Source: an optimization exercise on an open RTL-to-GDS flow (aim: small area, a short achievable clock period and few clock cycles per item). Production flows keep margins and buffers that such runs may drop. In this exercise RTL edits were held to simulation tests only and were not proved equivalent to the original. Power figures rest on the tool's default switching activity, not on a simulated workload.

==> job 4011 <==
Design accumulator_multiplier, start of the top module:
module accumulator_multiplier
(
    input logic clock, reset,
    input logic [31:0] multiplicand, multiplier,
    output logic [63:0] out,
    output logic done
);
logic r_neg_0;
logic r_pp_0_0;
logic r_pp_0_1;
logic r_s929;
logic r_pp_1_0;
logic r_c930;
logic r_s931;
logic r_c932;
logic r_s933;
logic r_c934;
logic r_s935;
logic r_c936;
logic r_s937;
logic r_c938;
logic r_s939;
logic r_c940;
logic r_s941;
logic r_c942;
logic r_s943;
logic r_c944;
logic r_s945;
logic r_c946;
logic r_s947;
logic r_c948;
logic r_s949;
logic r_c950;
logic r_s951;
logic r_c952;
logic r_s953;
logic r_c954;
logic r_s955;
logic r_c956;
logic r_s957;
logic r_c958;
logic r_s959;
logic r_c960;
logic r_s961;
logic r_c962;
logic r_s963;
logic r_c964;
logic r_s965;
logic r_c966;
logic r_s967;
logic r_c968;
logic r_s969;
logic r_c970;
logic r_s971;
logic r_c972;
logic r_s973;
logic r_c974;
logic r_s975;
logic r_c976;
logic r_s977;
logic r_c978;
logic r_s979;
logic r_c980;
logic r_s981;
logic r_c982;
logic r_s983;
logic r_c984;
logic r_s985;
logic r_c986;
logic r_s987;
logic r_c988;
logic r_s989;
logic r_c990;
logic r_s991;
logic r_c992;
logic r_s993;
logic r_c994;
logic r_s995;
logic r_c996;
logic r_s997;
logic r_c998;
logic r_s999;
logic r_c1000;
logic r_s1001;
logic r_c1002;
logic r_s1003;
logic r_c1004;
logic r_s1005;
logic r_c1006;
logic r_s1007;
logic r_c1008;
logic r_s1009;
logic r_c1010;
logic r_s1011;
logic r_c1012;
logic r_s1013;
logic r_c1014;
logic r_s1015;
logic r_c1016;
logic r_s1017;
logic r_c1018;
logic r_s1019;
logic r_c1020;
logic r_s1021;
logic r_c1022;
logic r_s1023;
logic r_c1024;
logic r_s1025;
logic r_c1026;
logic r_s1027;
logic r_c1028;
logic r_s1029;
logic r_c1030;
logic r_s1031;
logic r_c1032;
logic r_s1033;
logic r_c1034;
logic r_s1035;
logic r_c1036;
logic r_s1037;
logic r_c1038;
logic r_s1039;
logic r_c1040;
logic r_s1041;
logic r_c1042;
logic r_s1043;
logic r_c1044;
logic r_s1045;
logic r_c1046;
logic r_s1047;
logic r_c1048;
logic r_s1049;
logic r_c1050;
logic r_s1051;
wire one_0 = multiplier[0] ^ 1'b0;
wire two_0 = (multiplier[1] & ~multiplier[0] & ~1'b0) | (~multiplier[1] & multiplier[0] & 1'b0);
wire neg_0 = multiplier[1];
  ...
==> flow/config.mk <==
export PLATFORM = sky130hd
export DESIGN_NAME = accumulator_multiplier
export DESIGN_NICKNAME = accumulator_multiplier
export VERILOG_FILES = /design/flow/design.v
export SDC_FILE = /design/flow/constraint.sdc
export NUM_CORES = 4
export LEC_CHECK = 0
export ABC_AREA = 1
export CAP_MARGIN = 20
export CORE_MARGIN = 2
export CORE_UTILIZATION = 40
export SETUP_SLACK_MARGIN = 1.0
export SLEW_MARGIN = 20
==> flow/constraint.sdc <==
create_clock -name core_clock -period 6.0 [get_ports {clock}]
set_input_delay 1.2000 -clock core_clock [delete_from_list [all_inputs] [get_ports {clock}]]
set_output_delay 1.2000 -clock core_clock [all_outputs]
set_load 0.01 [all_outputs]
standard.sh (not shown) runs the stock make flow with config.mk's settings and CLKGATE_MAP_FILE= SYNTH_SCRIPT=/design/flow/synth_recipe.tcl, a recipe that flattens the netlist after the stock synthesis.
==> flow/flow/run.sh <==
#!/bin/bash
# Own layout flow: the standard flow (standard.sh) with two changes.
# 1. Yosys's generic "abc -fast" pre-mapping inside synth is skipped (synth -noabc).
#    It scrambles the full-adder structure of the multiplier tree, so extract_fa then
#    maps the adders with an inverter on nearly every pin. The final ABC mapping and
#    the register set are the standard synthesis's.
# 2. The port buffers are buf_1 cells instead of the slow clkdlybuf4s50_1 that
#    buffer_ports picks by default; every port still gets its buffer.
set -euo pipefail
cd "$(dirname "$0")/.."
sed '1s/-noshare/-noshare -noabc/' synth_recipe.tcl > flow_synth.tcl
sed 's#/synth_recipe\.tcl#/flow_synth.tcl#g' standard.sh > flow_standard.sh
grep -q flow_synth.tcl flow_standard.sh
EXTRA=(BUFFER_PORTS_ARGS="-buffer_cell sky130_fd_sc_hd__buf_1")
bash flow_standard.sh "${EXTRA[@]}" synth > flow_synth.log 2>&1
bash flow_standard.sh "${EXTRA[@]}" finish > flow_layout.log 2>&1
test -s out/final.def
==> inputs of job 2486, as changes to job 4011 <==
--- a/flow/flow/run.sh
+++ b/flow/flow/run.sh
@@ -6,3 +6,3 @@
 #    the register set are the standard synthesis's.
-# 2. The port buffers are buf_1 cells instead of the slow clkdlybuf4s50_1 that
+# 2. The port buffers are buf_2 cells instead of the slow clkdlybuf4s50_1 that
 #    buffer_ports picks by default; every port still gets its buffer.
@@ -13,3 +13,3 @@
 grep -q flow_synth.tcl flow_standard.sh
-EXTRA=(BUFFER_PORTS_ARGS="-buffer_cell sky130_fd_sc_hd__buf_1")
+EXTRA=(BUFFER_PORTS_ARGS="-buffer_cell sky130_fd_sc_hd__buf_2")
 bash flow_standard.sh "${EXTRA[@]}" synth > flow_synth.log 2>&1
--- a/flow/config.mk
+++ b/flow/config.mk
@@ -10,3 +10,3 @@
 export CORE_MARGIN = 2
-export CORE_UTILIZATION = 40
+export CORE_UTILIZATION = 65
 export SETUP_SLACK_MARGIN = 1.0
==> inputs of job 4828, as changes to job 4011 <==
--- a/flow/flow/run.sh
+++ b/flow/flow/run.sh
@@ -6,3 +6,3 @@
 #    the register set are the standard synthesis's.
-# 2. The port buffers are buf_1 cells instead of the slow clkdlybuf4s50_1 that
+# 2. The port buffers are buf_2 cells instead of the slow clkdlybuf4s50_1 that
 #    buffer_ports picks by default; every port still gets its buffer.
@@ -13,3 +13,3 @@
 grep -q flow_synth.tcl flow_standard.sh
-EXTRA=(BUFFER_PORTS_ARGS="-buffer_cell sky130_fd_sc_hd__buf_1")
+EXTRA=(BUFFER_PORTS_ARGS="-buffer_cell sky130_fd_sc_hd__buf_2")
 bash flow_standard.sh "${EXTRA[@]}" synth > flow_synth.log 2>&1
--- a/flow/config.mk
+++ b/flow/config.mk
@@ -12,2 +12,2 @@
 export SETUP_SLACK_MARGIN = 1.0
-export SLEW_MARGIN = 20
+export SLEW_MARGIN = 70
==> summary of the runs <==
Job 2486 produced a clean layout. Job 4828 produced a clean layout. Job 4011 produced a clean layout.
In job 4828 the global-route usage is lower than in job 4011, by 0.53 points.
Hold slack: job 4011 > job 2486 > job 4828.
Utilization: job 4011 is lower than job 4828 (0.61 points).
Clock power: job 4011 < job 4828 < job 2486.
Fmax: job 4828 is larger than job 2486 (1.4%).
Cell count: job 4828 > job 4011 > job 2486.
Synthesized area is the same in job 4828 and job 2486.
Via count: job 2486 > job 4828 > job 4011.
In sequential power, job 2486 and job 4828 hardly differ.
In synthesized cell count, job 4011 and job 2486 do not differ.
Die area: job 4011 is higher than job 2486 (61%).
==> figures <==
item                                                            job 4011    job 4828    job 2486
Result of the run                       no timing/DRC/antenna violations  no timing/DRC/antenna violations  no timing/DRC/antenna violations
DIE WIDTH                                                         257 µm      257 µm      202 µm
Number of gates given a new drive strength after cts                   4           1           2
Internal portion of total power                                  7.64 mW     8.00 mW     8.18 mW
Setup crit end                                                    r_s991      r_s983     r_s1005
Final clock period utilization by the worst path                   82.0%       81.9%       83.0%
Delay of the slowest critical-path stage                         0.54 ns     0.57 ns     0.57 ns
Critical path data required time                                 6.39 ns     6.37 ns     6.38 ns
Total via count in the routed design                               20300       20400       20600
Worst Hold Path EP                                              r_pp_0_0     r_neg_0     r_neg_0
Starting density of the core                                       40.5%       40.5%       66.0%
Utilization of the core after routing                              43.7%       44.3%       70.6%
Multi-input combinational area share                               76.3%       75.7%       76.9%
Power density of the placed cells                             561 mW/mm²  564 mW/mm²  594 mW/mm²
Clock network power share                                           6.8%        7.3%        7.4%
Dpl cells                                                           3392        3394        3048
Core outline area                                             0.0631 mm²  0.0631 mm²  0.0387 mm²
Routed wl met2                                                  41000 µm    40600 µm    35100 µm
Time the final worst path needs with I/O delays and setup        4.92 ns     4.91 ns     4.98 ns
Max transition margin                                              37.2%       68.7%       22.1%
Non-clk bufs                                                         282         287         278
Seq power                                                        1.87 mW     1.87 mW     1.90 mW
Transition at the pin with the smallest max-transition slack    0.941 ns    0.468 ns     1.17 ns
Testbench counts of job 4011, summed over its fixed seeds: cycles 4,800, items 2,400.
Testbench counts of job 2486, summed over its fixed seeds: cycles 4,800, items 2,400.
Testbench counts of job 4828, summed over its fixed seeds: cycles 4,800, items 2,400.

==> what the ideal ports hide <==
How much do the figures lean on ideal ports? The routed layouts below were timed once more, with nothing changed but the port constraints.
Step 1: set_driving_cell puts a clkbuf_16 on clock and a buf_2 on each other input, an assumption about the parent block.
Step 2 moves the port delays by t, midway between the first and last clock arrival at a register: inputs arrive t later, outputs are due t later. That takes back most of the time a late clock gives input paths.
Three values: no drivers, after step 1, after step 2; two values: the first two.
run	shift t [ns]	setup WS [ns]	hold WS [ns]	latest minus earliest clock arrival (ns)	worst data-port slew with drivers (ns)
job 4011	0.562	1.080 / 0.951 / 0.389	0.957 / 0.929 / 1.491	0.014 / 0.014	0.19
job 2486	0.567	1.019 / 1.018 / 0.452	0.901 / 0.860 / 1.426	0.017 / 0.017	0.10
job 4828	0.551	1.086 / 1.009 / 0.458	0.897 / 0.860 / 1.411	0.018 / 0.018	0.16
After both steps setup and hold are still met in every run listed. The setup slack of job 4011, which loses most, moves by -0.129 ns with the drivers and by -0.691 ns with both steps.
